This design comes from an exercise in tuning for small area, a short achievable clock period and few clock cycles per item on the open sky130 flow, not from production work. Function was checked by simulation only, so behaviour that the tests miss may differ from the original. Power and IR drop assume default switching activity.

==> inputs of job 2829 <==
Design seq_multiplier, start of the top module:
module seq_multiplier #(
    parameter N = 32
)(
    input  wire clk,
    input  wire rst,
    input  wire start,
    input  wire [N-1:0] multiplicand,
    input  wire [N-1:0] multiplier,
    output wire [2*N-1:0] product,
    output wire busy,
    output wire done
);
export LEC_CHECK = 0
export CAP_MARGIN = 20
export CORE_MARGIN = 2
export CORE_UTILIZATION = 50
export PLACE_DENSITY = 0.75
export SETUP_SLACK_MARGIN = 2.6
export SLEW_MARGIN = 20
export TNS_END_PERCENT = 5
create_clock -name core_clock -period 4.5 [get_ports {clk}]
standard.sh (not shown) runs the stock make flow with config.mk's settings and CLKGATE_MAP_FILE= SYNTH_SCRIPT=/design/flow/synth_recipe.tcl, a recipe that flattens the netlist after the stock synthesis.
==> flow/flow/run.sh <==
#!/bin/bash
# Layout flow: the standard ORFS flow (standard.sh, the standard flow's synthesis script), with
#  - no adder-cell mapping (ADDER_MAP_FILE empty): full/half adders are left to abc as plain
#    gates instead of the slower sky130 fa/ha cells; registers are unchanged;
#  - port buffers made of sky130_fd_sc_hd__buf_2 instead of the default delay-cell buffers;
#  - clock tree synthesis without dummy load cells, with a clkbuf_16 root and clkbuf_8 leaves;
#  - power recovery (downsizing cells on 60% of the paths with positive slack) after global routing.
# make's full output goes to make_finish.log in the work folder; ORFS keeps each step's log
# under orfs/logs/.
set -euo pipefail
CTS="-sink_clustering_enable -repair_clock_nets -dont_use_dummy_load -root_buf sky130_fd_sc_hd__clkbuf_16 -buf_list sky130_fd_sc_hd__clkbuf_8"
bash standard.sh "ADDER_MAP_FILE=" "BUFFER_PORTS_ARGS=-buffer_cell sky130_fd_sc_hd__buf_2" "CTS_ARGS=$CTS" RECOVER_POWER=60 finish > make_finish.log 2>&1
test -f out/final.def
==> inputs of job 1040, as changes to job 2829 <==
==> flow/flow/run.sh (replaced) <==
#!/bin/bash
# Layout flow: the standard ORFS flow (standard.sh, the standard flow's synthesis script), with
#  - no adder-cell mapping (ADDER_MAP_FILE empty): full/half adders are left to abc as plain
#    gates instead of the slower sky130 fa/ha cells; registers are unchanged;
#  - port buffers made of sky130_fd_sc_hd__buf_2 instead of the default delay-cell buffers;
#  - clock tree synthesis without dummy load cells, with a clkbuf_16 root and clkbuf_8 leaves.
# make's full output goes to make_finish.log in the work folder; ORFS keeps each step's log
# under orfs/logs/.
set -euo pipefail
CTS="-sink_clustering_enable -repair_clock_nets -dont_use_dummy_load -root_buf sky130_fd_sc_hd__clkbuf_16 -buf_list sky130_fd_sc_hd__clkbuf_8"
bash standard.sh "ADDER_MAP_FILE=" "BUFFER_PORTS_ARGS=-buffer_cell sky130_fd_sc_hd__buf_2" "CTS_ARGS=$CTS" finish > make_finish.log 2>&1
test -f out/final.def
- SETUP_SLACK_MARGIN: 2.6 -> 2.7
==> inputs of job 9394, as changes to job 2829 <==
==> flow/flow/run.sh (replaced) <==
#!/bin/bash
# Layout flow: the standard ORFS flow (standard.sh, the standard flow's synthesis script), with
#  - no adder-cell mapping (ADDER_MAP_FILE empty): full/half adders are left to abc as plain
#    gates instead of the slower sky130 fa/ha cells; registers are unchanged;
#  - port buffers made of sky130_fd_sc_hd__buf_2 instead of the default delay-cell buffers;
#  - clock tree synthesis without dummy load cells, with a clkbuf_16 root and clkbuf_8 leaves.
# make's full output goes to make_finish.log in the work folder; ORFS keeps each step's log
# under orfs/logs/.
set -euo pipefail
CTS="-sink_clustering_enable -repair_clock_nets -dont_use_dummy_load -root_buf sky130_fd_sc_hd__clkbuf_16 -buf_list sky130_fd_sc_hd__clkbuf_8"
bash standard.sh "ADDER_MAP_FILE=" "BUFFER_PORTS_ARGS=-buffer_cell sky130_fd_sc_hd__buf_2" "CTS_ARGS=$CTS" finish > make_finish.log 2>&1
test -f out/final.def
- SETUP_SLACK_MARGIN: 2.6 -> 2.5
==> run notes <==
Clock power is about the same in job 1040 and job 2829. Global-route usage: job 1040 > job 2829 > job 9394. Register-to-register slack, highest first: job 1040, job 9394, job 2829. Of job 2829 and job 1040, job 1040 has the higher critical path depth (gap 2). Job 1040 produced a clean layout. Job 9394 went through all stages and came out clean. Job 2829 finished but fails on capacitance limit, slew limit. Total power: job 1040 > job 9394 > job 2829. Final area, highest first: job 1040, job 2829, job 9394. Die area is the same in job 2829 and job 1040. Non-clock buffer count: job 9394 < job 2829 < job 1040.
==> figures <==
metric	job 1040	job 2829	job 9394
Status	finished clean	failed layout checks	finished clean
Reasons for failing layout checks	-	capacitance limit, slew limit	-
DRT iter0 DRCs	585	489	597
Number of buffers and inverters on the critical path	1	1	0
Half-perimeter wire length of the detailed placement result	17,100 µm	17,200 µm	17,000 µm
Internal power contribution	4.68 mW	4.63 mW	4.67 mW
Critical path endpoint	c[16]	c[10]	phi[15]
Clk pwr share	10.6%	10.7%	10.6%
Maximum operating frequency	0.520 GHz	0.351 GHz	0.478 GHz
Endpoint of the worst hold-timing path	cnt[0]	plo[4]	cnt[0]
Clock-cell share of area	2.11%	2.15%	2.18%
Power in the clock group	838 µW	837 µW	830 µW
Final Cycle Share	42.7%	63.3%	46.5%
Switching portion of total power	40.8%	40.8%	40.6%
Instance area after placement	10,900 µm²	10,900 µm²	10,800 µm²
Final critical path time including I/O delays and setup	1.92 ns	2.85 ns	2.09 ns
Sort of element at the start of the critical path	primary input	flop	flop
Gates resized, CTS repair	22	12	10
Cell depth of the worst hold path	1	2	1
Testbench counts of job 2829, summed over its fixed seeds: cycles 19,200, items 1,600.
Testbench counts of job 1040, summed over its fixed seeds: cycles 19,200, items 1,600.
Testbench counts of job 9394, summed over its fixed seeds: cycles 19,200, items 1,600.

==> what the ideal ports hide <==
In the flow no input, the clock included, has a driving cell. The finished layouts below were timed again as built, in two steps.
Step 1 sets driving cells, clkbuf_16 on the clock port and buf_2 on the other inputs (assumed; they add their load-dependent delay and slew).
Step 2 adds t to the input delays and takes it off the output delays; t is the mean of the earliest and latest rising clock arrival at the registers after step 1. Input paths then give back, and output paths get back, about the clock's delay inside the block.
Slacks: ideal ports / drivers / drivers and shift; pairs: ideal ports / drivers.
run | shift t [ns] | setup slack, ns | worst setup path at the end | slew at the worst register clock pin (ns)
job 2829 | 0.425 | 1.652 / 1.652 / 1.652 | register to register | 0.11 / 0.11
job 1040 | 0.413 | 2.578 / 2.550 / 2.187 | input to register | 0.10 / 0.10
job 9394 | 0.417 | 2.408 / 2.408 / 2.117 | input to register | 0.10 / 0.10
For job 1040, which loses most, drivers alone change the setup slack by -0.028 ns; drivers and shift together by -0.391 ns.
